Source: an optimization exercise on an open RTL-to-GDS flow (aim: small area). Production flows keep margins and buffers that such runs may drop. No run shown here included a check of the RTL's function; only the layout flow was run. Power figures rest on the tool's default switching activity, not on a simulated workload.

## flow/flow/run.sh

```bash
#!/bin/bash
# Layout flow: the standard ORFS flow with smaller port buffers and a
# clock tree built without dummy loads. Each tool's output goes to its own
# log file in the work folder.
set -euo pipefail
cat >> config.mk <<'EOC'
export BUFFER_PORTS_ARGS = -buffer_cell sky130_fd_sc_hd__buf_1
export CTS_ARGS = -sink_clustering_enable -repair_clock_nets -sink_clustering_size 30 -sink_clustering_max_diameter 80 -buf_list {sky130_fd_sc_hd__clkbuf_8 sky130_fd_sc_hd__clkbuf_16} -dont_use_dummy_load
EOC
bash standard.sh synth > synth.log 2>&1
bash standard.sh floorplan > floorplan.log 2>&1
bash standard.sh place > place.log 2>&1
bash standard.sh cts > cts.log 2>&1
bash standard.sh route > route.log 2>&1
bash standard.sh finish > finish.log 2>&1
```

## flow/standard.sh

```bash
#!/bin/bash
# synth_recipe.tcl (not shown) runs the flow's synth.tcl, then flattens the netlist and writes it again
# the make line also repeats each setting of config.mk as NAME=value (left out here)
make -C /OpenROAD-flow-scripts/flow DESIGN_CONFIG=/design/flow/config.mk WORK_HOME=/design/flow/orfs CLKGATE_MAP_FILE= SYNTH_SCRIPT=/design/flow/synth_recipe.tcl "${@:-finish}"
```

## flow/config.mk

```make
export PLATFORM = sky130hd
export DESIGN_NAME = zed_debouncer
export DESIGN_NICKNAME = zed_debouncer
export VERILOG_FILES = /design/flow/design.v
export SDC_FILE = /design/flow/constraint.sdc
export NUM_CORES = 4
export LEC_CHECK = 0
export CAP_MARGIN = 20
export CORE_MARGIN = 2
export CORE_UTILIZATION = 65
export PLACE_DENSITY = 0.75
export SLEW_MARGIN = 20
export BUFFER_PORTS_ARGS = -buffer_cell sky130_fd_sc_hd__buf_1
export CTS_ARGS = -sink_clustering_enable -repair_clock_nets -sink_clustering_size 30 -sink_clustering_max_diameter 80 -buf_list {sky130_fd_sc_hd__clkbuf_8 sky130_fd_sc_hd__clkbuf_16} -dont_use_dummy_load
```

## flow/constraint.sdc

```tcl
create_clock -name core_clock -period 5.0 [get_ports {i_clock}]
set_input_delay 1.0000 -clock core_clock [delete_from_list [all_inputs] [get_ports {i_clock}]]
set_output_delay 1.0000 -clock core_clock [all_outputs]
set_load 0.01 [all_outputs]
```

## flow/design.v

```verilog
module debounce_fsm
    # (
        parameter DEBOUNCE_COUNTER_WIDTH    = 24
    )
    (
        input   logic i_clock,
        input   logic i_reset,
        input   logic [DEBOUNCE_COUNTER_WIDTH-1 : 0] i_debounce_counter,
        input   logic i_bouncing_signal,
        output  logic o_debounced_signal,
        output  logic o_waiting,
        output  logic o_done
    );
    localparam W = DEBOUNCE_COUNTER_WIDTH;
    logic meta;
    logic stable;
    logic level;
    logic waiting;
    logic [W-1 : 0] count_n;
    logic [W : 0]   carry;
    logic [W-1 : 0] count_n_inc;
    localparam H = 4;
    always_comb begin
        carry[0] = 1'b1;
        for (int i = 0; i < W; i++) begin
            count_n_inc[i] = count_n[i] ^ carry[i];
            if (i == H - 1)
                carry[i+1] = &count_n[H-1 : 0];
            else
                carry[i+1] = count_n[i] & carry[i];
        end
    end
    assign o_waiting = waiting;
    assign o_done    = waiting & carry[W];
    always_ff @(posedge i_clock) begin
        meta    <= i_bouncing_signal;
        stable  <= meta | i_reset;
        level   <= stable & ~i_reset;
        count_n <= waiting ? count_n_inc : ~i_debounce_counter;
        if (i_reset) begin
            waiting            <= 1'b0;
            o_debounced_signal <= 1'b0;
        end else if (waiting) begin
            waiting            <= ~carry[W];
        end else begin
            waiting            <= stable ^ level;
            o_debounced_signal <= level;
        end
    end
endmodule
module debounce_lfsr
    # (
        parameter LFSR_WIDTH    = 25,
        parameter LFSR_TAP      = 21
    )
    (
        input   logic i_clock,
        input   logic i_reset,
        input   logic i_first,
        input   logic i_first_done,
        input   logic [LFSR_WIDTH-1 : 0] i_seed_n,
        input   logic i_bouncing_signal,
        output  logic o_debounced_signal
    );
    localparam L = LFSR_WIDTH;
    logic meta;
    logic stable;
    logic level;
    logic waiting;
    logic [L-1 : 0] state;
    logic           done;
    assign done = i_first ? i_first_done : &state;
    always_ff @(posedge i_clock) begin
        meta   <= i_bouncing_signal;
        stable <= meta | i_reset;
        level  <= stable & ~i_reset;
        state  <= waiting ? {state[L-2 : 0], state[L-1] ^ state[LFSR_TAP]} : ~i_seed_n;
        if (i_reset) begin
            waiting            <= 1'b0;
            o_debounced_signal <= 1'b0;
        end else if (waiting) begin
            waiting            <= ~done;
        end else begin
            waiting            <= stable ^ level;
            o_debounced_signal <= level;
        end
    end
endmodule
module debounce_seed
    # (
        parameter LFSR_WIDTH    = 25,
        parameter LFSR_TAP      = 21
    )
    (
        input   logic i_clock,
        input   logic i_reset,
        input   logic i_waiting,
        input   logic i_done,
        output  logic o_first,
        output  logic [LFSR_WIDTH-1 : 0] o_seed_n
    );
    localparam L = LFSR_WIDTH;
    always_ff @(posedge i_clock) begin
        if (i_reset) begin
            o_first  <= 1'b1;
            o_seed_n <= '0;
        end else if (o_first & i_done) begin
            o_first  <= 1'b0;
        end else if (o_first & i_waiting) begin
            o_seed_n <= {~(o_seed_n[0] ^ o_seed_n[LFSR_TAP+1]), o_seed_n[L-1 : 1]};
        end
    end
endmodule
module zed_debouncer
    # (
        parameter SWITCH_COUNT              = 8,
        parameter BUTTON_COUNT              = 5,
        parameter DEBOUNCE_COUNTER_WIDTH    = 24
    )
    (
        input   logic i_clock,
        input   logic i_reset,
        input   logic [DEBOUNCE_COUNTER_WIDTH-1 : 0] i_switch_debounce_counter,
        input   logic [DEBOUNCE_COUNTER_WIDTH-1 : 0] i_button_debounce_counter,
        input   logic i_sw0,
        input   logic i_sw1,
        input   logic i_sw2,
        input   logic i_sw3,
        input   logic i_sw4,
        input   logic i_sw5,
        input   logic i_sw6,
        input   logic i_sw7,
        input   logic i_btnu,
        input   logic i_btnd,
        input   logic i_btnl,
        input   logic i_btnr,
        input   logic i_btnc,
        output  logic o_sw0,
        output  logic o_sw1,
        output  logic o_sw2,
        output  logic o_sw3,
        output  logic o_sw4,
        output  logic o_sw5,
        output  logic o_sw6,
        output  logic o_sw7,
        output  logic o_btnu,
        output  logic o_btnd,
        output  logic o_btnl,
        output  logic o_btnr,
        output  logic o_btnc
    );
    logic [SWITCH_COUNT-1 : 0] bouncing_switch_array;
    logic [SWITCH_COUNT-1 : 0] debounced_switch_array;
    logic [BUTTON_COUNT-1 : 0] bouncing_button_array;
    logic [BUTTON_COUNT-1 : 0] debounced_button_array;
    assign bouncing_switch_array    = {i_sw7, i_sw6, i_sw5, i_sw4, i_sw3, i_sw2, i_sw1, i_sw0};
    assign {o_sw7, o_sw6, o_sw5, o_sw4, o_sw3, o_sw2, o_sw1, o_sw0} = debounced_switch_array;
    assign bouncing_button_array    = {i_btnu, i_btnd, i_btnl, i_btnr, i_btnc};
    assign {o_btnu, o_btnd, o_btnl, o_btnr, o_btnc} = debounced_button_array;
    localparam LFSR_WIDTH = 25;
    localparam LFSR_TAP   = 21;
    logic                    switch_waiting;
    logic                    switch_done;
    logic                    switch_first;
    logic [LFSR_WIDTH-1 : 0] switch_seed_n;
    logic                    button_waiting;
    logic                    button_done;
    logic                    button_first;
    logic [LFSR_WIDTH-1 : 0] button_seed_n;
    debounce_fsm
    # (
        .DEBOUNCE_COUNTER_WIDTH (DEBOUNCE_COUNTER_WIDTH)
    )
    switch_debounce_fsm_inst (
        .i_clock            (i_clock),
        .i_reset            (i_reset),
        .i_debounce_counter (i_switch_debounce_counter),
        .i_bouncing_signal  (bouncing_switch_array[0]),
        .o_debounced_signal (debounced_switch_array[0]),
        .o_waiting          (switch_waiting),
        .o_done             (switch_done)
    );
    debounce_seed
    # (
        .LFSR_WIDTH (LFSR_WIDTH),
        .LFSR_TAP   (LFSR_TAP)
    )
    switch_seed_inst (
        .i_clock    (i_clock),
        .i_reset    (i_reset),
        .i_waiting  (switch_waiting),
        .i_done     (switch_done),
        .o_first    (switch_first),
        .o_seed_n   (switch_seed_n)
    );
    genvar i;
    generate
        for (i = 1; i < SWITCH_COUNT; i++) begin : switch_debounce_lfsr_gen
            debounce_lfsr
            # (
                .LFSR_WIDTH (LFSR_WIDTH),
                .LFSR_TAP   (LFSR_TAP)
            )
            switch_debounce_lfsr_inst (
                .i_clock            (i_clock),
                .i_reset            (i_reset),
                .i_first            (switch_first),
                .i_first_done       (switch_done),
                .i_seed_n           (switch_seed_n),
                .i_bouncing_signal  (bouncing_switch_array[i]),
                .o_debounced_signal (debounced_switch_array[i])
            );
        end
    endgenerate
    debounce_fsm
    # (
        .DEBOUNCE_COUNTER_WIDTH (DEBOUNCE_COUNTER_WIDTH)
    )
    button_debounce_fsm_inst (
        .i_clock            (i_clock),
        .i_reset            (i_reset),
        .i_debounce_counter (i_button_debounce_counter),
        .i_bouncing_signal  (bouncing_button_array[0]),
        .o_debounced_signal (debounced_button_array[0]),
        .o_waiting          (button_waiting),
        .o_done             (button_done)
    );
    debounce_seed
    # (
        .LFSR_WIDTH (LFSR_WIDTH),
        .LFSR_TAP   (LFSR_TAP)
    )
    button_seed_inst (
        .i_clock    (i_clock),
        .i_reset    (i_reset),
        .i_waiting  (button_waiting),
        .i_done     (button_done),
        .o_first    (button_first),
        .o_seed_n   (button_seed_n)
    );
    genvar j;
    generate
        for (j = 1; j < BUTTON_COUNT; j++) begin : button_debounce_lfsr_gen
            debounce_lfsr
            # (
                .LFSR_WIDTH (LFSR_WIDTH),
                .LFSR_TAP   (LFSR_TAP)
            )
            button_debounce_lfsr_inst (
                .i_clock            (i_clock),
                .i_reset            (i_reset),
                .i_first            (button_first),
                .i_first_done       (button_done),
                .i_seed_n           (button_seed_n),
                .i_bouncing_signal  (bouncing_button_array[j]),
                .o_debounced_signal (debounced_button_array[j])
            );
        end
    endgenerate
endmodule
```

==> results_dict.tcl, run 1 <==
set metrics [dict create \
    status "no timing/DRC/antenna violations" \
    clock-sinks 440 \
    drv_cap 0 \
    finalHoldViolCount 0 \
    fp.dieH_um 155 \
    htree_levels 1 \
    n_antenna_cell 0 \
    power_density_mw_per_mm2 397 \
    dp_slack_ns -0.123 \
    met3_usage 0.0342 \
    wl_per_cell_um 15.8 \
    ys_ff_latch 440 \
    holdWs_ns 0.415 \
    slew_viol_final 0 \
    grt_setup_unrepaired "false" \
    via_count 10500 \
    clock_path_buffers 3 \
    setup_tns_ns 0 \
    use_met1 0.359 \
    drc 0 \
    clk_pin_slew_ns 0.11 \
    grt_pass1_wl_mm 47.7 \
    fp.dieW_um 155 \
    fin_ws_ns 0.159 \
    cp-end-kind "flip-flop" \
    start_util 0.656 \
    seq_area_frac_synth 0.596 \
    grt.overflow.total 0 \
    first_pass_iters 7 \
    total_power_uw 6430 \
    cts-root-buf "clkbuf_16" \
    syn_area_per_cell_um2 9.39 \
    yosysWarnings 3 \
    core_area_mm2 0.0225 \
    syn_inst 1572 \
    grt.total_usage 0.244 \
    setup-violations-final 0 \
    cp.required_ns 5.44 \
    slew_headroom 0.509 \
    regArea_mm2 0.00881 \
    final_nets 1714 \
    drtAntennaViolNets 0 \
    grt_max_degree 63 \
    multi_input_area_mm2 0.00571 \
    numCtsBuffers 18 \
    fill_cells 1686 \
    row_count 55 \
    grt_use_met2 0.391 \
    area_growth_syn_to_layout_pct 9.55 \
    worst_pin_slew_ns 0.736 \
    leakagePower_uw 0.00626 \
    max_freq_mhz 207 \
    busiest_layer "met2" \
    die_area_mm2 0.0239 \
    io_buffers 75 \
    min_period_over_period 0.968 \
    start_kind "flip-flop" \
    cp_data_arrival_time_ns 5.28 \
    wl_mm 29.8 \
    grt_pass1_vias 9544 \
    ios 76 \
    synthesis.area_mm2 0.0148 \
    skew_ns 0.0241 \
    viasPerCell 5.55 \
    synthDistinctLibCells 27 \
    drt_iter0_drc 841 \
    cts_tree "done" \
    crit_type "flip-flop to flip-flop" \
    min-delay-path-class "flip-flop to flip-flop" \
    worst-path-max-fanout 6 \
    ir_worst_vdd_v 0.000339 \
    post-dp-hpwl_mm 19.1 \
    final_util 0.719 \
    clk_latency_ns 0.52 \
    syn-num-nets 1679 \
    fin_crit_ns 4.84 \
    drive_above_1_share 0.0854 \
    antenna_found_initial 0 \
    gp_congestion 0.798 \
]
==> what timing repair did <==
| action | in CTS | in global routing |
|---|---|---|
| buffers inserted | 8 | 4 |
| pin swaps | 6 | 8 |
| endpoints found under the setup margin | 61 | 61 |
| resized for setup | 37 | 38 |
| gates cloned | 6 | 3 |
| hold buffers | 0 | 0 |
==> final cells by class <==
type	count	area share
clock buffers	18	0.0278
multi-input cells	1031	0.353
flip-flops and latches	440	0.545
well taps	285	0.0220
repair buffers	116	0.0527
==> sequential cells by signal, indices dropped and copies added (netlist names), 4 cells and up, named ones only <==
| register | cells |
|---|---|
| switch_debounce_fsm_inst.count_n | 24 |
| switch_debounce_lfsr_gen.switch_debounce_lfsr_inst.meta | 7 |
| button_debounce_lfsr_gen.button_debounce_lfsr_inst.waiting | 4 |
| button_debounce_fsm_inst.count_n | 24 |
| switch_seed_inst.o_seed_n | 25 |
| button_debounce_lfsr_gen.button_debounce_lfsr_inst.state | 100 |
| switch_debounce_lfsr_gen.switch_debounce_lfsr_inst.state | 175 |
| button_debounce_lfsr_gen.button_debounce_lfsr_inst.level | 4 |
| switch_debounce_lfsr_gen.switch_debounce_lfsr_inst.level | 7 |
| button_debounce_lfsr_gen.button_debounce_lfsr_inst.stable | 4 |
| switch_debounce_lfsr_gen.switch_debounce_lfsr_inst.waiting | 7 |
| switch_debounce_lfsr_gen.switch_debounce_lfsr_inst.stable | 7 |
| button_debounce_lfsr_gen.button_debounce_lfsr_inst.meta | 4 |
| button_seed_inst.o_seed_n | 25 |
==> cells in the mapped netlist <==
library cell	number	share of area
clkbuf_1	58	0.015
a211oi_1	13	0.0066
ha_1	44	0.037
a21boi_2	1	0.00076
buf_4	3	0.0015
o21ai_0	308	0.10
buf_6	3	0.0023
nand3b_2	2	0.0015
and3b_1	2	0.0012
mux2i_1	39	0.026
nor2_1	15	0.0038
a21boi_1	1	0.00051
a21oi_1	47	0.016
xor2_1	13	0.0077
and3_1	2	0.00085
buf_1	1	0.00025
nand3_1	2	0.00068
nor2b_1	13	0.0055
nor4_1	22	0.0093
or2_2	15	0.0064
nand4_1	66	0.028
nand2_1	408	0.10
a21oi_2	3	0.0018
buf_8	2	0.0020
buf_2	34	0.012
xnor2_1	15	0.0089
dfxtp_1	440	0.60
==> layer usage <==
layer / part of all wire / wire length, um
met1: 0.48 / 14400
met3: 0.047 / 1410
met4: 0.014 / 418
met5: 0 / 0
met2: 0.45 / 13500
==> path summary, 6_finish.rpt <==
path                                                                  start                                         end  slack [ns]  depth (start not counted)
worst max-delay path            switch_debounce_fsm_inst.count_n[0]$_DFF_P_  switch_seed_inst.o_seed_n[21]$_SDFFE_PP0P_        0.16                         27
worst min-delay path                                              flip-flop                                   flip-flop        0.42                          1
worst max register to register  switch_debounce_fsm_inst.count_n[0]$_DFF_P_  switch_seed_inst.o_seed_n[21]$_SDFFE_PP0P_        0.16                         27
worst min register to register                                    flip-flop                                   flip-flop        0.42                          1
==> layout by cell type, fill, tap and decap left out, types with 7 or more instances in the layout <==
| cell type | Yosys | final |
|---|---|---|
| dfxtp_1 | 440 | 437 |
| nand2_1 | 408 | 404 |
| o21ai_0 | 308 | 308 |
| buf_1 | 1 | 74 |
| nand4_1 | 66 | 66 |
| a21oi_1 | 47 | 40 |
| mux2i_1 | 39 | 39 |
| ha_2 | 0 | 32 |
| buf_4 | 3 | 22 |
| clkbuf_16 | 0 | 21 |
| nor4_1 | 22 | 20 |
| xnor2_1 | 15 | 15 |
| or2_2 | 15 | 15 |
| nor2_1 | 15 | 15 |
| nor2b_1 | 13 | 13 |
| xor2_1 | 13 | 13 |
| a211oi_1 | 13 | 13 |
| a21oi_2 | 3 | 10 |
| ha_1 | 44 | 7 |
| buf_12 | 0 | 7 |
==> cell families (layout without fill, tap and decap cells) <==
kind of cell	after synthesis	in the layout	synth area share
AOI/OAI and AO/OA	373	373	0.130
xor gates and xnor gates	28	28	0.0166
adders and majority gates	44	44	0.0373
buffers and inverters	101	134	0.0324
DFF	440	440	0.596
muxes	39	39	0.0264
and+or+nand+nor	547	547	0.161
==> power breakdown <==
part           leakage [uW]  switching [uW]  internal, uW
combinational       0.00237             393           319
sequential          0.00367             202          3870
clock              0.000222             990           654
total               0.00626            1580          4840
==> critical path: stages (launching register included) <==
cell and delay [ns]:
dfxtp_2 0.35, ha_4 0.16, and3_4 0.17, ha_2 0.16, ha_2 0.16, ha_1 0.17
ha_2 0.17, ha_2 0.16, ha_2 0.16, ha_2 0.16, ha_2 0.16, ha_1 0.17
ha_2 0.17, ha_2 0.17, ha_2 0.16, ha_2 0.16, ha_2 0.16, ha_2 0.16
ha_1 0.18, ha_2 0.16, ha_1 0.17, ha_2 0.18, ha_4 0.16, and3b_2 0.30
buf_4 0.15, clkbuf_16 0.13, nand2_1 0.06, a21oi_1 0.14
==> through the flow <==
stage | instances | cell area (um^2)
3_3_place_gp | 1853 | 15200
2_1_floorplan | 1572 | 14800
3_5_place_dp | 1853 | 15200
6_report | 1890 | 16200
5_1_grt | 1890 | 16200
4_1_cts | 1885 | 16000
==> run 2: changes to the inputs <==
--- a/flow/flow/run.sh
+++ b/flow/flow/run.sh
@@ -5,7 +5,7 @@
 set -euo pipefail
 cat >> config.mk <<'EOC'
 export BUFFER_PORTS_ARGS = -buffer_cell sky130_fd_sc_hd__buf_1
-export CTS_ARGS = -sink_clustering_enable -repair_clock_nets -sink_clustering_size 30 -sink_clustering_max_diameter 80 -buf_list {sky130_fd_sc_hd__clkbuf_8 sky130_fd_sc_hd__clkbuf_16} -dont_use_dummy_load
+export CTS_ARGS = -sink_clustering_enable -repair_clock_nets -sink_clustering_size 12 -sink_clustering_max_diameter 40 -buf_list {sky130_fd_sc_hd__clkbuf_4} -dont_use_dummy_load
 EOC
 bash standard.sh synth > synth.log 2>&1
 bash standard.sh floorplan > floorplan.log 2>&1
--- a/flow/config.mk
+++ b/flow/config.mk
@@ -11,4 +11,4 @@
 export PLACE_DENSITY = 0.75
 export SLEW_MARGIN = 20
 export BUFFER_PORTS_ARGS = -buffer_cell sky130_fd_sc_hd__buf_1
-export CTS_ARGS = -sink_clustering_enable -repair_clock_nets -sink_clustering_size 30 -sink_clustering_max_diameter 80 -buf_list {sky130_fd_sc_hd__clkbuf_8 sky130_fd_sc_hd__clkbuf_16} -dont_use_dummy_load
+export CTS_ARGS = -sink_clustering_enable -repair_clock_nets -sink_clustering_size 12 -sink_clustering_max_diameter 40 -buf_list {sky130_fd_sc_hd__clkbuf_4} -dont_use_dummy_load
==> run 2 against run 1 <==
Combinational power decreased by 5.9%. Synthesized cell count unchanged. Worst hold slack got worse by 0.024 ns. Still clean. Clock power decreased by 11%. Cell count increased by 1.1%. Clock skew increased by 0.053 ns.
==> results_dict.tcl, run 2 <==
set metrics [dict create \
    drtAntennaViolNets 0 \
    start_kind "flip-flop" \
    fp.dieH_um 155 \
    setup_tns_ns 0 \
    grt.overflow.total 0 \
    pwr-share-seq 0.657 \
    wl_per_cell_um 15.2 \
    layout_commonest_cell "dfxtp_1" \
    largest_reg_flops 175 \
    leakagePower_uw 0.00616 \
    syn_inst 1572 \
    min_period_over_period 0.965 \
    p_sw_uw 1590 \
    clk_pin_slew_ns 0.11 \
    top_regs "switch_debounce_lfsr_gen.switch_debounce_lfsr_inst.state x175, button_debounce_lfsr_gen.button_debounce_lfsr_inst.state x100" \
    yosysWarnings 3 \
    total_power_uw 6200 \
    drc 0 \
    io_buffers 75 \
    cts_tree "done" \
    fp.dieW_um 155 \
    grt_max_degree 63 \
    drt_iter0_drc 701 \
    drv_cap 0 \
    worst_path_max_delay_cell "dfxtp_2" \
    fin_ws_ns 0.173 \
    grt.total_usage 0.241 \
    clock_power_share 0.235 \
    syn-num-nets 1679 \
    grt_pass1_wl_mm 47.2 \
    row_count 55 \
    cts-root-buf "clkbuf_4" \
    skew_ns 0.0775 \
    first_pass_iters 5 \
    min-delay-path-class "input pin to flip-flop" \
    setup-violations-final 0 \
    drive_above_1_share 0.0893 \
    final_util 0.706 \
    crit_type "flip-flop to flip-flop" \
    ys.flop_type "dfxtp_1" \
    worst-path-max-fanout 8 \
    crit_top_cell "ha_2" \
    cp-end-kind "flip-flop" \
    ir_worst_vdd_v 0.000259 \
    swShare 0.257 \
    final_nets 1733 \
    viasPerCell 5.57 \
    cp.required_ns 5.53 \
    area_growth_syn_to_layout_pct 7.51 \
    synth_top_area_share 0.596 \
    async_flop_share 0 \
    start_util 0.656 \
    power.internal_uw 4600 \
    status "no timing/DRC/antenna violations" \
    seq_area_frac_synth 0.596 \
    worst_pin_slew_ns 0.746 \
    synthesis.area_mm2 0.0148 \
    cp_data_arrival_time_ns 5.36 \
    yosysMostFrequentCell "dfxtp_1" \
    slew_viol_final 0 \
    hold_buffers 0 \
    numCtsBuffers 48 \
    gp_congestion 0.798 \
    core_area_mm2 0.0225 \
    clock_path_buffers 3 \
    dp_slack_ns -0.123 \
    ios 76 \
    wl_mm 29.0 \
    yosysTopAreaCell "dfxtp_1" \
    synth_edf_count 0 \
    clk_latency_ns 0.69 \
    finalHoldViolCount 0 \
    regMostFlops "switch_debounce_lfsr_gen.switch_debounce_lfsr_inst.state" \
    worst_path_largest_cell_delay_ns 0.33 \
    grt_pass1_vias 9677 \
    synth_area_leaders "dfxtp_1 60%, o21ai_0 10%, nand2_1 10%" \
    ys_ff_latch 440 \
    via_count 10600 \
    synthTopCellsByCount "440 x dfxtp_1, 408 x nand2_1, 308 x o21ai_0" \
    htree_levels 2 \
    syn_area_per_cell_um2 9.39 \
    synthDistinctLibCells 27 \
    final_cell_mix "438 x dfxtp_1, 408 x nand2_1, 308 x o21ai_0, 74 x buf_1, 66 x nand4_1" \
    post-dp-hpwl_mm 19.1 \
    antenna_found_initial 1 \
    fin_crit_ns 4.83 \
    power_frac_comb 0.108 \
    die_area_mm2 0.0239 \
    max_freq_mhz 207 \
    clock-sinks 440 \
    slew_headroom 0.503 \
    power_density_mw_per_mm2 390 \
]
## run 2: cell type report
type,instances,area (um^2)
Clock buffer,48,360
Tap cell,285,357
Fill cell,1734,6630
Timing Repair Buffer,105,663
Sequential cell,440,8810
Multi-Input combinational cell,1031,5680
Antenna cell,1,2.50
## run 2: final timing paths
| kind | slack [ns] | end | depth (start not counted) | from |
|---|---|---|---|---|
| worst min register to register | 0.41 | flip-flop | 1 | flip-flop |
| worst max-delay path | 0.17 | flip-flop | 26 | switch_debounce_fsm_inst.count_n[0]$_DFF_P_ |
| worst max register to register | 0.17 | flip-flop | 26 | switch_debounce_fsm_inst.count_n[0]$_DFF_P_ |
| worst min-delay path | 0.39 | flip-flop | 1 | i_btnd |
## run 2: power groups by stage
stage          Sequential [uW]  Combinational [uW]  Clock [uW]
2_1_floorplan             4080                 519           0
3_3_place_gp              4130                 614           0
3_5_place_dp              4140                 634           0
4_1_cts                   4060                 659        1500
5_1_grt                   4110                 782        1630
6_report                  4070                 670        1460
## run 2: cells by family (layout without fill, tap and decap cells)
| family | Yosys count | in the layout | share of synthesized area |
|---|---|---|---|
| buffers and inverters | 101 | 153 | 0.0324 |
| multiplexers | 39 | 39 | 0.0264 |
| flip-flops | 440 | 440 | 0.596 |
| AND/OR/NAND/NOR | 547 | 547 | 0.161 |
| AO/OA/AOI/OAI | 373 | 373 | 0.130 |
| adder cells (fa/ha/maj) | 44 | 44 | 0.0373 |
| XOR/XNOR | 28 | 28 | 0.0166 |
| other | 0 | 1 | 0 |
## run 2: timing repair
action	in CTS	in global routing
buffers inserted	5	0
endpoints found under the setup margin	61	61
gates resized for setup	28	29
cloned	2	1
pin swaps	4	7
## run 2: critical path: cells and delay by family (launching register included)
| family | cells | cell delay [ns] |
|---|---|---|
| and+or+nand+nor | 2 | 0.25 |
| buffers and inverters | 1 | 0.18 |
| AOI/OAI and AO/OA | 2 | 0.40 |
| DFF | 1 | 0.33 |
| adders and majority gates | 21 | 3.51 |
## run 2: per-layer routing
layer	vias to the layer above	share of wire	GRT usage
met5	-	0	0
met4	0	0.015	0.0582
met3	45	0.055	0.0462
met2	231	0.44	0.373
met1	4925	0.49	0.353
li1	5434	-	-
## run 2: metrics by stage
step | hold WS [ns] | cell area [um^2] | cells
after floorplan | 0.389 | 14800 | 1572
after global placement | 0.393 | 15200 | 1853
after detailed placement | 0.396 | 15200 | 1853
after CTS | 0.345 | 15700 | 1908
after global routing | 0.337 | 15900 | 1910
final | 0.392 | 15900 | 1910
==> run 3: changes to the inputs <==
--- a/flow/design.v
+++ b/flow/design.v
@@ -1,6 +1,7 @@
 module debounce_fsm
     # (
-        parameter DEBOUNCE_COUNTER_WIDTH    = 24
+        parameter DEBOUNCE_COUNTER_WIDTH    = 24,
+        parameter FAST_DONE                 = 0
     )
     (
         input   logic i_clock,
@@ -30,8 +31,10 @@
                 carry[i+1] = count_n[i] & carry[i];
         end
     end
+    logic done;
+    assign done      = FAST_DONE ? &count_n : carry[W];
     assign o_waiting = waiting;
-    assign o_done    = waiting & carry[W];
+    assign o_done    = waiting & done;
     always_ff @(posedge i_clock) begin
         meta    <= i_bouncing_signal;
         stable  <= meta | i_reset;
@@ -41,7 +44,7 @@
             waiting            <= 1'b0;
             o_debounced_signal <= 1'b0;
         end else if (waiting) begin
-            waiting            <= ~carry[W];
+            waiting            <= ~done;
         end else begin
             waiting            <= stable ^ level;
             o_debounced_signal <= level;
@@ -169,7 +172,8 @@
     logic [LFSR_WIDTH-1 : 0] button_seed_n;
     debounce_fsm
     # (
-        .DEBOUNCE_COUNTER_WIDTH (DEBOUNCE_COUNTER_WIDTH)
+        .DEBOUNCE_COUNTER_WIDTH (DEBOUNCE_COUNTER_WIDTH),
+        .FAST_DONE              (1)
     )
     switch_debounce_fsm_inst (
         .i_clock            (i_clock),
@@ -214,7 +218,8 @@
     endgenerate
     debounce_fsm
     # (
-        .DEBOUNCE_COUNTER_WIDTH (DEBOUNCE_COUNTER_WIDTH)
+        .DEBOUNCE_COUNTER_WIDTH (DEBOUNCE_COUNTER_WIDTH),
+        .FAST_DONE              (1)
     )
     button_debounce_fsm_inst (
         .i_clock            (i_clock),
==> run 3 against run 2 <==
Register-to-register slack better by 0.28 ns. Worst setup slack better by 0.28 ns. Cell count is 0.99% lower. Sequential power is 2% higher. Highest routed layer unchanged.
==> results_dict.tcl, run 3 <==
set metrics [dict create \
    drtAntennaViolNets 0 \
    cp.required_ns 5.57 \
    synth_top_area_share 0.584 \
    fp.dieW_um 156 \
    yosysMostFrequentCell "dfxtp_1" \
    setup-violations-final 0 \
    synth_area_leaders "dfxtp_1 58%, o21ai_0 10%, nand2_1 7.8%" \
    htree_levels 2 \
    ys.flop_type "dfxtp_1" \
    worst_pin_slew_ns 0.786 \
    wl_per_cell_um 16.2 \
    core_area_mm2 0.0227 \
    synthAdderAreaFrac 0.0349 \
    viasPerCell 5.64 \
    ios 76 \
    swShare 0.264 \
    fin_cells 1891 \
    worst_path_max_delay_cell "dfxtp_1" \
    power_density_mw_per_mm2 401 \
    final_util 0.695 \
    power.internal_uw 4660 \
    fill_cells 1834 \
    worst-path-max-fanout 3 \
    synthTopCellsByCount "440 x dfxtp_1, 312 x nand2_1, 308 x o21ai_0" \
    synthSimpleGateAreaFrac 0.163 \
    worst_path_largest_cell_delay_ns 0.33 \
    holdWs_ns 0.364 \
    grt.overflow.total 0 \
    post_cts_buffers 0 \
    total_power_uw 6330 \
    start_kind "flip-flop" \
    crit_top_cell "ha_1" \
    pwr-share-seq 0.654 \
    synth_compound_area_frac 0.121 \
    grt_pass1_vias 9988 \
    seq_area_frac_synth 0.584 \
    synthesis.area_mm2 0.0151 \
    hold_buffers 0 \
    io_buffers 75 \
    slew_viol_final 0 \
    drv_cap 0 \
    cts_resized 0 \
    numCtsBuffers 49 \
    layout_commonest_cell "dfxtp_1" \
    synth_top_family_by_area "simple AND/OR/NAND/NOR gates" \
    final_cell_mix "440 x dfxtp_1, 312 x nand2_1, 308 x o21ai_0" \
    start_util 0.664 \
    synth_xor_area_frac 0.0174 \
    clock_path_buffers 3 \
    syn_inst 1562 \
    wl_mm 30.6 \
    synthMuxAreaShare 0.0491 \
    final_nets 1712 \
    largest_reg_flops 175 \
    slew_headroom 0.475 \
    area_growth_syn_to_layout_pct 4.72 \
    setup_tns_ns 0 \
    critPathTopFamily "adder cells" \
    yosysWarnings 3 \
    cts_tree "done" \
    crit_cells 25 \
    grt_setup_unrepaired "false" \
    regMostFlops "switch_debounce_lfsr_gen.switch_debounce_lfsr_inst.state" \
    min_period_over_period 0.908 \
    p_sw_uw 1670 \
    die_area_mm2 0.0244 \
    cp-end-kind "flip-flop" \
    clock_power_share 0.234 \
    grt_pass1_wl_mm 49.5 \
    fin_crit_ns 4.54 \
    row_count 55 \
    post-dp-hpwl_mm 20.5 \
    ir_worst_vdd_v 0.000231 \
    rr_endpoint "button_debounce_fsm_inst.count_n[23]$_DFF_P_" \
    syn-num-nets 1667 \
    cp.buffers_inverters 1 \
    rrSetupSlack_ns 0.46 \
    synthDistinctLibCells 32 \
    drive_above_1_share 0.0530 \
    synth_edf_count 0 \
    clk_latency_ns 0.71 \
    async_flop_share 0 \
    power_frac_comb 0.112 \
    syn_area_per_cell_um2 9.65 \
    dpl.cell_count 1841 \
    leakagePower_uw 0.00646 \
    antenna_found_initial 1 \
    grt_max_degree 66 \
    yosysTopAreaCell "dfxtp_1" \
    rr_startpoint "button_debounce_fsm_inst.count_n[0]$_DFF_P_" \
    max_freq_mhz 220 \
    cp_data_arrival_time_ns 5.11 \
    finalHoldViolCount 0 \
    drc 0 \
    fp.dieH_um 156 \
    min-delay-path-class "flip-flop to flip-flop" \
    gp_congestion 0.762 \
    top_regs "switch_debounce_lfsr_gen.switch_debounce_lfsr_inst.state x175, button_debounce_lfsr_gen.button_debounce_lfsr_inst.state x100" \
    crit_type "flip-flop to flip-flop" \
    drt_iter0_drc 647 \
    clk_pin_slew_ns 0.11 \
    status "no timing/DRC/antenna violations" \
    reg2regPathDepth 25 \
    skew_ns 0.0509 \
    via_count 10700 \
    first_pass_iters 6 \
    cts-root-buf "clkbuf_4" \
    hold_path_depth 1 \
    clock-sinks 440 \
    grt.total_usage 0.253 \
    ys_ff_latch 440 \
]
## run 3: power by group through the flow
stage / clock (uW) / combinational (uW) / sequential [uW]
finish: 1480 / 708 / 4140
global route: 1660 / 827 / 4190
CTS: 1520 / 718 / 4140
detailed placement: 0 / 716 / 4210
global placement: 0 / 692 / 4200
floorplan: 0 / 589 / 4140
## run 3: final cells by class
cell class	count	area, um^2	share of cell area
antenna	1	2.50	0.000159
clock buffer	49	368	0.0233
inverter	4	15.0	0.000951
multi-input combinational	1020	5820	0.369
sequential	440	8810	0.558
tap	285	357	0.0226
timing repair buffer	92	413	0.0262
## run 3: metal layers
layer	GRT usage	routed length [um]	vias up
met5	0	0	-
met4	0.0852	810	0
met3	0.0396	1350	63
met2	0.433	14800	238
met1	0.329	13700	4934
li1	-	-	5432
## run 3: worst max-delay path by stage
stage,to,slack (ns),start
6_report,button_debounce_fsm_inst.count_n[23]$_DFF_P_,0.46,button_debounce_fsm_inst.count_n[0]$_DFF_P_
5_1_grt,button_debounce_fsm_inst.count_n[23]$_DFF_P_,0.17,button_debounce_fsm_inst.count_n[0]$_DFF_P_
4_1_cts,button_debounce_fsm_inst.count_n[23]$_DFF_P_,0.42,button_debounce_fsm_inst.count_n[0]$_DFF_P_
3_3_place_gp,switch_debounce_fsm_inst.count_n[23]$_DFF_P_,0.55,switch_debounce_fsm_inst.count_n[0]$_DFF_P_
3_5_place_dp,button_debounce_fsm_inst.count_n[23]$_DFF_P_,0.45,button_debounce_fsm_inst.count_n[0]$_DFF_P_
2_1_floorplan,switch_debounce_fsm_inst.count_n[23]$_DFF_P_,0.72,switch_debounce_fsm_inst.count_n[0]$_DFF_P_
## run 3: per-stage QoR
| step | setup slack, ns | area (um^2) |
|---|---|---|
| global route | 0.174 | 15800 |
| CTS | 0.421 | 15800 |
| floorplan | 0.722 | 15100 |
| detailed placement | 0.450 | 15400 |
| global placement | 0.547 | 15400 |
| finish | 0.458 | 15800 |
## run 3: logic make-up (layout without fill, tap and decap cells)
group                    after synthesis  in the layout
flip-flops                           440            440
other                                  0              1
AO/OA/AOI/OAI                        342            342
adder cells (fa/ha/maj)               42             42
buffers and inverters                102            145
AND/OR/NAND/NOR                      532            532
XOR/XNOR                              30             30
multiplexers                          74             74
==> run 4: changes to the inputs <==
--- a/flow/design.v
+++ b/flow/design.v
@@ -166,10 +166,6 @@
     logic                    switch_done;
     logic                    switch_first;
     logic [LFSR_WIDTH-1 : 0] switch_seed_n;
-    logic                    button_waiting;
-    logic                    button_done;
-    logic                    button_first;
-    logic [LFSR_WIDTH-1 : 0] button_seed_n;
     debounce_fsm
     # (
         .DEBOUNCE_COUNTER_WIDTH (DEBOUNCE_COUNTER_WIDTH),
@@ -216,49 +212,21 @@
             );
         end
     endgenerate
-    debounce_fsm
-    # (
-        .DEBOUNCE_COUNTER_WIDTH (DEBOUNCE_COUNTER_WIDTH),
-        .FAST_DONE              (1)
-    )
-    button_debounce_fsm_inst (
-        .i_clock            (i_clock),
-        .i_reset            (i_reset),
-        .i_debounce_counter (i_button_debounce_counter),
-        .i_bouncing_signal  (bouncing_button_array[0]),
-        .o_debounced_signal (debounced_button_array[0]),
-        .o_waiting          (button_waiting),
-        .o_done             (button_done)
-    );
-    debounce_seed
-    # (
-        .LFSR_WIDTH (LFSR_WIDTH),
-        .LFSR_TAP   (LFSR_TAP)
-    )
-    button_seed_inst (
-        .i_clock    (i_clock),
-        .i_reset    (i_reset),
-        .i_waiting  (button_waiting),
-        .i_done     (button_done),
-        .o_first    (button_first),
-        .o_seed_n   (button_seed_n)
-    );
     genvar j;
     generate
-        for (j = 1; j < BUTTON_COUNT; j++) begin : button_debounce_lfsr_gen
-            debounce_lfsr
+        for (j = 0; j < BUTTON_COUNT; j++) begin : button_debounce_fsm_gen
+            debounce_fsm
             # (
-                .LFSR_WIDTH (LFSR_WIDTH),
-                .LFSR_TAP   (LFSR_TAP)
+                .DEBOUNCE_COUNTER_WIDTH (DEBOUNCE_COUNTER_WIDTH)
             )
-            button_debounce_lfsr_inst (
+            button_debounce_fsm_inst (
                 .i_clock            (i_clock),
                 .i_reset            (i_reset),
-                .i_first            (button_first),
-                .i_first_done       (button_done),
-                .i_seed_n           (button_seed_n),
+                .i_debounce_counter (i_button_debounce_counter),
                 .i_bouncing_signal  (bouncing_button_array[j]),
-                .o_debounced_signal (debounced_button_array[j])
+                .o_debounced_signal (debounced_button_array[j]),
+                .o_waiting          (),
+                .o_done             ()
             );
         end
     endgenerate
==> run 4 against run 3 <==
Final area is 2.7% higher. Register-to-register slack worse by 0.22 ns. Die area rose by 2.3%. Sequential cell count shrank 30. Power shrank 6.0%. Sequential power fell by 6.3%. Still clean. Count of clock-buffer cells in the layout fell by 3. Worst hold slack gained 0.024 ns. Cell count rose by 3.3%. First-iteration DRC count grew 13%.
==> results_dict.tcl, run 4 <==
set metrics [dict create \
    skew_ns 0.0945 \
    htree_levels 2 \
    ys_ff_latch 410 \
    regMostFlops "switch_debounce_lfsr_gen.switch_debounce_lfsr_inst.state" \
    core_area_mm2 0.0234 \
    post_cts_buffers 0 \
    layout_commonest_cell "dfxtp_1" \
    grt.total_usage 0.250 \
    crit_type "flip-flop to flip-flop" \
    post-dp-hpwl_mm 20.0 \
    drv_cap 0 \
    drc 0 \
    synthesis.area_mm2 0.0154 \
    area_growth_syn_to_layout_pct 5.03 \
    yosysMostFrequentCell "dfxtp_1" \
    drive_above_1_share 0.0533 \
    clk_latency_ns 0.70 \
    power_frac_comb 0.114 \
    clock_path_buffers 3 \
    total_power_uw 5950 \
    antenna_found_initial 1 \
    clock-sinks 410 \
    final_nets 1829 \
    viasPerCell 5.55 \
    async_flop_share 0 \
    synth_top_area_share 0.532 \
    via_count 10800 \
    drtAntennaViolNets 0 \
    yosysTopAreaCell "dfxtp_1" \
    max_freq_mhz 210 \
    wl_per_cell_um 15.7 \
    ios 76 \
    row_count 56 \
    fin_crit_ns 4.76 \
    grt.overflow.total 0 \
    synth_edf_count 0 \
    grt_pass1_vias 9947 \
    syn_inst 1596 \
    grt_pass1_wl_mm 49.3 \
    top_regs "switch_debounce_lfsr_gen.switch_debounce_lfsr_inst.state x175, button_debounce_fsm_gen.button_debounce_fsm_inst.count_n x120, switch_seed_inst.o_seed_n x25" \
    cts_resized 0 \
    io_buffers 75 \
    slew_headroom 0.387 \
    drt_iter0_drc 733 \
    syn_area_per_cell_um2 9.67 \
    clk_pin_slew_ns 0.12 \
    gp_congestion 0.774 \
    pwr-share-seq 0.652 \
    synthTopCellsByCount "410 x dfxtp_1, 262 x o21ai_0, 257 x nand2_1" \
    power.internal_uw 4380 \
    finalHoldViolCount 0 \
    synthDistinctLibCells 37 \
    min-delay-path-class "input pin to flip-flop" \
    ys.flop_type "dfxtp_1" \
    hold_buffers 0 \
    status "no timing/DRC/antenna violations" \
    final_cell_mix "407 x dfxtp_1, 261 x o21ai_0, 257 x nand2_1, 129 x ha_1, 77 x mux2i_1" \
    min_period_over_period 0.952 \
    first_pass_iters 5 \
    cts-root-buf "clkbuf_4" \
    grt_max_degree 71 \
    setup_tns_ns 0 \
    worst_pin_slew_ns 0.920 \
    worst-path-max-fanout 2 \
    start_util 0.659 \
    cp_data_arrival_time_ns 5.33 \
    fp.dieH_um 158 \
    final_area_mm2 0.0162 \
    clock_power_share 0.234 \
    slew_viol_final 0 \
    cts_tree "done" \
    largest_reg_flops 175 \
    syn-num-nets 1790 \
    power_density_mw_per_mm2 367 \
    die_area_mm2 0.0250 \
    dpl-instance-area_mm2 0.0159 \
    yosysWarnings 4 \
    cp-end-kind "flip-flop" \
    leakagePower_uw 0.00701 \
    numCtsBuffers 46 \
    synth_area_leaders "dfxtp_1 53%, ha_1 11%, o21ai_0 8.5%" \
    ir_worst_vdd_v 0.000268 \
    setup-violations-final 0 \
    swShare 0.264 \
    start_kind "flip-flop" \
    cp.required_ns 5.57 \
    p_sw_uw 1570 \
    wl_mm 30.6 \
    fp.dieW_um 158 \
    seq_area_frac_synth 0.532 \
    fill_cells 1953 \
    grt_setup_unrepaired "false" \
]
run 4: cell types whose count changed in the layout (fill, tap and decap cells not counted), moves of 9 or more:
cell	previous run	this run
o311ai_0	0	14
nor2_1	32	64
ha_1	42	129
o311ai_1	0	9
nor3_1	11	1
a21oi_1	4	22
nand2b_1	52	24
nand4_1	74	63
a22o_1	9	0
nand2_1	312	257
inv_1	4	46
o21ai_0	308	261
dfxtp_1	440	407
run 4: area by class of cell:
type	count	area [um^2]	area share
well taps	319	399	0.0246
repair buffers	91	403	0.0249
flip-flops and latches	410	8210	0.507
inverters	46	173	0.0107
multi-input cells	1040	6670	0.412
clock buffers	46	345	0.0213
diodes	1	2.50	0.000154
run 4: final timing paths:
kind                                start   endpoint  slack (ns)  depth (start not counted)
worst max-delay path            flip-flop  flip-flop        0.24                         24
worst min-delay path               i_btnr  flip-flop        0.39                          1
worst max register to register  flip-flop  flip-flop        0.24                         24
worst min register to register  flip-flop  flip-flop        0.40                          1
run 4: routing by layer:
layer / part of all wire / global-route usage
met1: 0.45 / 0.324
met2: 0.48 / 0.429
met3: 0.047 / 0.0424
met5: 0 / 0
met4: 0.024 / 0.0755
run 4: cell families after synthesis:
group / after synthesis / share of synthesized area
simple gates: 479 / 0.146
flops: 410 / 0.532
compound gates: 325 / 0.114
buf+inv: 146 / 0.0360
fa+ha+maj: 131 / 0.106
mux: 77 / 0.0499
xor+xnor: 28 / 0.0159
run 4: worst max-delay path, cell delays in order, from the launching register on:
cell and delay [ns]:
dfxtp_1 0.33, ha_1 0.20, and3_1 0.19, ha_1 0.18, ha_1 0.18, ha_1 0.18, ha_1 0.18, ha_1 0.18
ha_1 0.18, ha_1 0.20, ha_1 0.19, ha_1 0.18, ha_1 0.17, ha_1 0.18, ha_1 0.18, ha_1 0.18
ha_1 0.20, ha_1 0.19, ha_1 0.17, ha_1 0.19, ha_1 0.18, ha_1 0.18, ha_1 0.28, nand2_1 0.07
o21ai_0 0.09
run 4: power groups by stage:
stage / clock network [uW] / registers (uW) / logic [uW]
2_1_floorplan: 0 / 3870 / 561
5_1_grt: 1570 / 3920 / 800
3_3_place_gp: 0 / 3940 / 652
6_report: 1390 / 3880 / 676
3_5_place_dp: 0 / 3950 / 684
4_1_cts: 1440 / 3880 / 687
run 4: through the flow:
step,hold WS [ns],utilization,setup WS [ns],std cells
3_3_place_gp,0.393,0.677,0.266,1906
3_5_place_dp,0.396,0.677,0.175,1906
4_1_cts,0.324,0.692,0.173,1952
5_1_grt,0.335,0.693,0.000647,1953
2_1_floorplan,0.389,-,0.554,1596
6_report,0.389,0.693,0.241,1953

what the ideal ports hide:
How much do the figures lean on ideal ports? The routed layouts below were timed once more, with nothing changed but the port constraints.
Step 1: set_driving_cell puts a clkbuf_16 on i_clock and a buf_2 on each other input, an assumption about the parent block.
Step 2, shift: input delay + t, output delay - t, t = (earliest + latest rising clock arrival at the registers) / 2. This alone moves slack from input paths to output paths.
Slacks: ideal ports / drivers / drivers and shift; pairs: ideal ports / drivers.
| run | t (ns) | setup slack, ns | worst setup path at the end | slew at the worst register clock pin (ns) |
|---|---|---|---|---|
| run 1 | 0.560 | 0.159 / 0.159 / 0.159 | register to register | 0.11 / 0.11 |
| run 2 | 0.697 | 0.173 / 0.173 / 0.173 | register to register | 0.12 / 0.12 |
| run 3 | 0.717 | 0.458 / 0.458 / 0.458 | register to register | 0.12 / 0.12 |
| run 4 | 0.701 | 0.241 / 0.241 / 0.241 | register to register | 0.12 / 0.12 |
After both steps every run listed still meets setup and hold.
